From an optimization exercise on the open Yosys and OpenROAD flow, aimed at small area and a short achievable clock period; shortcuts taken in it are not production practice.
Where RTL was checked, it was by simulation tests only, not by an equivalence proof against the original.
Power and IR drop assume default switching activity.

==> inputs of try-garnet <==
Design Main, start of the top module:
module Main(
	input clk,
	input reset,
	input start_button,
	input axis_valid,
	input [15:0]axis_value,
	input [15:0]mem_rdata,
	output mem_en,
	output mem_we,
	output [14:0]mem_addr,
	output [15:0]mem_wdata,
	output [15:0]led_value
	);
make LEC_CHECK=0 CAP_MARGIN=20 CORE_MARGIN=2 CORE_UTILIZATION=60 CTS_BUF_LIST='sky130_fd_sc_hd__clkbuf_4 sky130_fd_sc_hd__clkbuf_8' SLEW_MARGIN=20 finish   # period 11.0 ns
run.sh (not shown) runs the stock make flow with config.mk's settings and CLKGATE_MAP_FILE= SYNTH_SCRIPT=/design/flow/synth_recipe.tcl, a recipe that flattens the netlist after the stock synthesis.
==> try-onyx: changes against try-garnet <==
--- a/flow/design.v
+++ b/flow/design.v
@@ -466,16 +466,17 @@
 	output mem_we,
 	output [14:0]mem_addr,
 	output [15:0]mem_wdata,
 	output [15:0]led_value
 	);
 	reg [1:0] st;
 	reg [15:0] ir;
 	reg [15:0] opA, opB;
+	reg [14:0] ad;
 	reg [14:0] pc;
 	reg fc, fg, fe;             
 	reg [255:0] rf;             
 	reg [15:0] led;
 	wire s01 = (st == 2'b01);
 	wire s10 = (st == 2'b10);
 	wire s11 = (st == 2'b11);
 	always @(posedge clk) begin
@@ -527,67 +528,79 @@
 	wire [16:0] s17 = {1'b0, A} + {1'b0, Bx} + {16'h0000, cin};
 	wire [15:0] sum = s17[15:0];
 	wire cout = s17[16];
 	wire c15 = sum[15] ^ A[15] ^ Bx[15];     
 	wire eq = &px;                           
 	wire ge_s = (~A[15] & B[15]) | (~A[15] & c15) | (B[15] & c15);
 	wire [15:0] prod;
 	mul16lo mul (.a(A), .b(B), .p(prod));
+	wire nr = ~reset;
+	wire sel_sum  = nr & s10 & (op_add | op_addc | op_sub);
+	wire sel_and  = nr & s10 & op_and;
+	wire sel_or   = nr & s10 & op_or;
+	wire sel_x    = nr & s10 & (op_xor | op_not);
+	wire sel_prod = nr & s10 & (op_lsh | op_mul);
+	wire sel_ir   = nr & s10 & is_ld;
+	wire sel_mem  = nr & s11;
 	wire [15:0] result =
-		({16{op_add | op_addc | op_sub}} & sum) |
-		({16{op_and}} & (A & B)) |
-		({16{op_or}}  & (A | B)) |
-		({16{op_xor | op_not}} & px) |
-		({16{op_lsh | op_mul}} & prod);
+		({16{sel_sum}} & sum) |
+		({16{sel_and}} & (A & B)) |
+		({16{sel_or}}  & (A | B)) |
+		({16{sel_x}}   & px) |
+		({16{sel_prod}} & prod);
 	wire nfc = (op_add | op_addc) ? cout : (op_sub ? ~cout : fc);
 	wire nfg = op_cmp ? (ge_s & ~eq) : (op_cmpu ? (cout & ~eq) : fg);
 	wire nfe = (op_cmp | op_cmpu) ? eq : fe;
 	always @(posedge clk) begin
 		if (reset) begin
 			fc <= 1'b0; fg <= 1'b0; fe <= 1'b0;
 		end else begin
 			fc <= nfc; fg <= nfg; fe <= nfe;
 		end
 	end
 	wire we = (s10 & (op_wr | is_ld)) | (s11 & is_ld);
-	wire [15:0] wd = s11 ? mem_rdata : (is_ld ? ir : result);
-	wire [15:0] wdr = wd & {16{~reset}};
+	wire [15:0] wd = result | ({16{sel_ir}} & ir) | ({16{sel_mem}} & mem_rdata);
 	wire [3:0] ra = mem_rdata[11:8];
-	wire [3:0] rb = s01 ? mem_rdata[3:0] : rs;
+	wire [3:0] rb = mem_rdata[3:0];
 	wire [15:0] pa = rf[16*ra +: 16];
 	wire [15:0] pb = rf[16*rb +: 16];
 	genvar g;
 	generate for (g = 0; g < 16; g = g + 1) begin : regs
 		wire wsel = we & (rd == g);
 		if (g == 0) begin : r0
 			always @(posedge clk)
-				if (axis_valid | wsel | reset) rf[15:0] <= axis_valid ? axis_value : wdr;
+				if (axis_valid | wsel | reset) rf[15:0] <= axis_valid ? axis_value : wd;
 		end else begin : rn
 			always @(posedge clk)
-				if (wsel | reset) rf[16*g +: 16] <= wdr;
+				if (wsel | reset) rf[16*g +: 16] <= wd;
 		end
 	end endgenerate
 	always @(posedge clk) led <= rf[255:240];
 	wire axA = axis_valid & (s01 ? (ra == 4'd0) : (rd == 4'd0));
 	wire axB = axis_valid & (s01 ? (rb == 4'd0) : (rs == 4'd0));
 	wire [15:0] nb = axB ? axis_value : pb;
 	wire n_r   = (mem_rdata[15:12] == 4'b0000);
 	wire n_lsh = n_r & (mem_rdata[7:4] == 4'b0100);
 	wire n_i   = f_is_i(mem_rdata[15:12]);
 	wire [15:0] n_sh = (nb[15:4] != 12'd0) ? 16'h0000 : (16'h0001 << nb[3:0]);
+	wire tb_ax = ~s01 & ~is_i & axB;
+	wire tb_wd = ~s01 & ~is_i & ~axB & we & (rs == rd);
 	always @(posedge clk) begin
-		if (axA) opA <= axis_value;
-		else if (s01) opA <= pa;
-		else if (we) opA <= wd;
-		if (s01) opB <= n_i ? f_imm(mem_rdata) : (n_lsh ? n_sh : nb);
-		else if (~is_i) begin
-			if (axB) opB <= axis_value;
-			else if (we & (rs == rd)) opB <= wd;
-		end
+		opA <= ({16{axA}} & axis_value) |
+		       ({16{~axA & s01}} & pa) |
+		       ({16{~axA & ~s01 & we}} & wd) |
+		       ({16{~axA & ~s01 & ~we}} & opA);
+		if (s01) ad <= nb[14:0];
+		else if (axB) ad <= axis_value[14:0];
+		else if (we & (rs == rd)) ad <= wd[14:0];
+		opB <= ({16{s01}} & (n_i ? f_imm(mem_rdata) : (n_lsh ? n_sh : nb))) |
+		       ({16{tb_ax}} & axis_value) |
+		       ({16{tb_wd}} & wd) |
+		       ({16{~s01 & ~tb_ax & ~tb_wd}} & opB);
 	end
 	reg cond;
 	always @* begin
 		case (rd)
 			4'b0000: cond = 1'b1;
 			4'b0001: cond = fc;
 			4'b0010: cond = fg;
 			4'b0011: cond = fe;
@@ -595,16 +608,16 @@
 			default: cond = 1'b0;
 		endcase
 	end
 	wire pc_zero = (pc == 15'd0);
 	wire take = is_br & cond & ~pc_zero;
 	wire [14:0] pc_next = pc + (take ? {{7{ir[7]}}, ir[7:0]} : 15'd1);
 	always @(posedge clk) begin
 		if (reset) pc <= 15'd0;
-		else if (s11) pc <= (is_jmp & cond) ? pb[14:0] : pc_next;
+		else if (s11) pc <= (is_jmp & cond) ? ad : pc_next;
 	end
 	assign mem_en = ~s10 | (is_ls & ~is_jmp);
 	assign mem_we = s10 & is_st;
-	assign mem_addr = st[1] ? pb[14:0] : pc;
+	assign mem_addr = st[1] ? ad : pc;
 	assign mem_wdata = opA;
 	assign led_value = led;
 endmodule
==> flow/flow/run.sh (new file) <==
#!/bin/bash
# The standard layout (standard.sh), with plain buf_2 cells instead of
# delay buffers as the port buffers, and timing repair aimed at 5.5 ns of
# setup slack. Full tool output goes to standard.log.
export BUFFER_PORTS_ARGS="-buffer_cell sky130_fd_sc_hd__buf_2"
export SETUP_SLACK_MARGIN=5.5
bash standard.sh finish > standard.log 2>&1
status=$?
tail -n 5 standard.log
exit $status
==> flow/standard.sh (new file) <==
#!/bin/bash
# synth_recipe.tcl (not shown) runs the flow's synth.tcl, then flattens the netlist and writes it again
# the make line also repeats each setting of config.mk as NAME=value (left out here)
make -C /OpenROAD-flow-scripts/flow DESIGN_CONFIG=/design/flow/config.mk WORK_HOME=/design/flow/orfs CLKGATE_MAP_FILE= SYNTH_SCRIPT=/design/flow/synth_recipe.tcl "${@:-finish}"
Settings changed: CTS_CLUSTER_DIAMETER set to 60, CTS_CLUSTER_SIZE set to 16.
removed: flow/run.sh
==> run notes <==
Result of the run: try-onyx finished clean; try-garnet finished clean
Area used by multi-input combinational logic: try-onyx 13,040 sq um; try-garnet 12,710 sq um
CP most frequent cell: try-onyx sky130_fd_sc_hd__fa_1; try-garnet sky130_fd_sc_hd__clkdlybuf4s50_1
Multiplexer share of the synthesized area: try-onyx 0.1667; try-garnet 0.1560
Kind of critical path: try-onyx reg2reg; try-garnet in2out
Shortest period the worst path allows: try-onyx 5.349 ns; try-garnet 8.431 ns
Total via count after detailed routing: try-onyx 18,190; try-garnet 18,160
Overall fraction of global-route tracks in use: try-onyx 0.3625; try-garnet 0.3664
Start point of the critical path: try-onyx opA[14]; try-garnet mem_rdata[0]
First-pass iteration count of the detailed router: try-onyx 7; try-garnet 6
XOR/XNOR Fraction of Synth Area: try-onyx 0.02047; try-garnet 0.02245
Post-layout nets: try-onyx 2,279; try-garnet 2,337
Proportion of cell area occupied by multi-input gates: try-onyx 0.5078; try-garnet 0.4886
Met2 Usage GRT: try-onyx 0.5702; try-garnet 0.5793
Largest incremental delay on the critical path: try-onyx 0.71 ns; try-garnet 0.69 ns
Max Fanout on Critical Path: try-onyx 18; try-garnet 41
Relative slew margins: try-onyx 0.2401; try-garnet 0.2192
Post-Route M1 WL: try-onyx 29,080 microns; try-garnet 28,160 microns
Multi-input combinational gate total: try-onyx 1,412; try-garnet 1,482
Internal power component: try-onyx 3.483 mW; try-garnet 5.224 mW
Critical path data arrival time: try-onyx 5.78 ns; try-garnet 6.23 ns
H-tree depth reported by CTS: try-onyx 1; try-garnet 2
For try-garnet, only the layout was checked, not whether the RTL still works.

[re-timing with driven ports]
Ports are ideal in the flow. The routed layouts listed here were re-timed in OpenROAD.
Step 1 assumes that a clkbuf_16 drives the clock port and a buf_2 every other input.
Step 2 also shifts input and output timing later by t, the mid clock arrival at the registers, as if the neighbouring blocks saw the same clock.
Slacks: ideal / step 1 / step 2; pairs: ideal / step 1.
run | shift t [ns] | slack for setup (ns) | worst setup path after step 2 | worst register clock-pin slew, ns | worst slew at a driven data input, ns
try-garnet | 0.714 | 2.569 / 2.478 / 2.478 | input to output | 0.07 / 0.07 | 0.09
try-onyx | 0.722 | 5.651 / 5.651 / 5.224 | input to register | 0.11 / 0.11 | 0.07
After both steps every run listed still meets setup and hold. For try-onyx, which loses most, drivers alone change the setup slack by 0.000 ns; drivers and shift together by -0.427 ns.
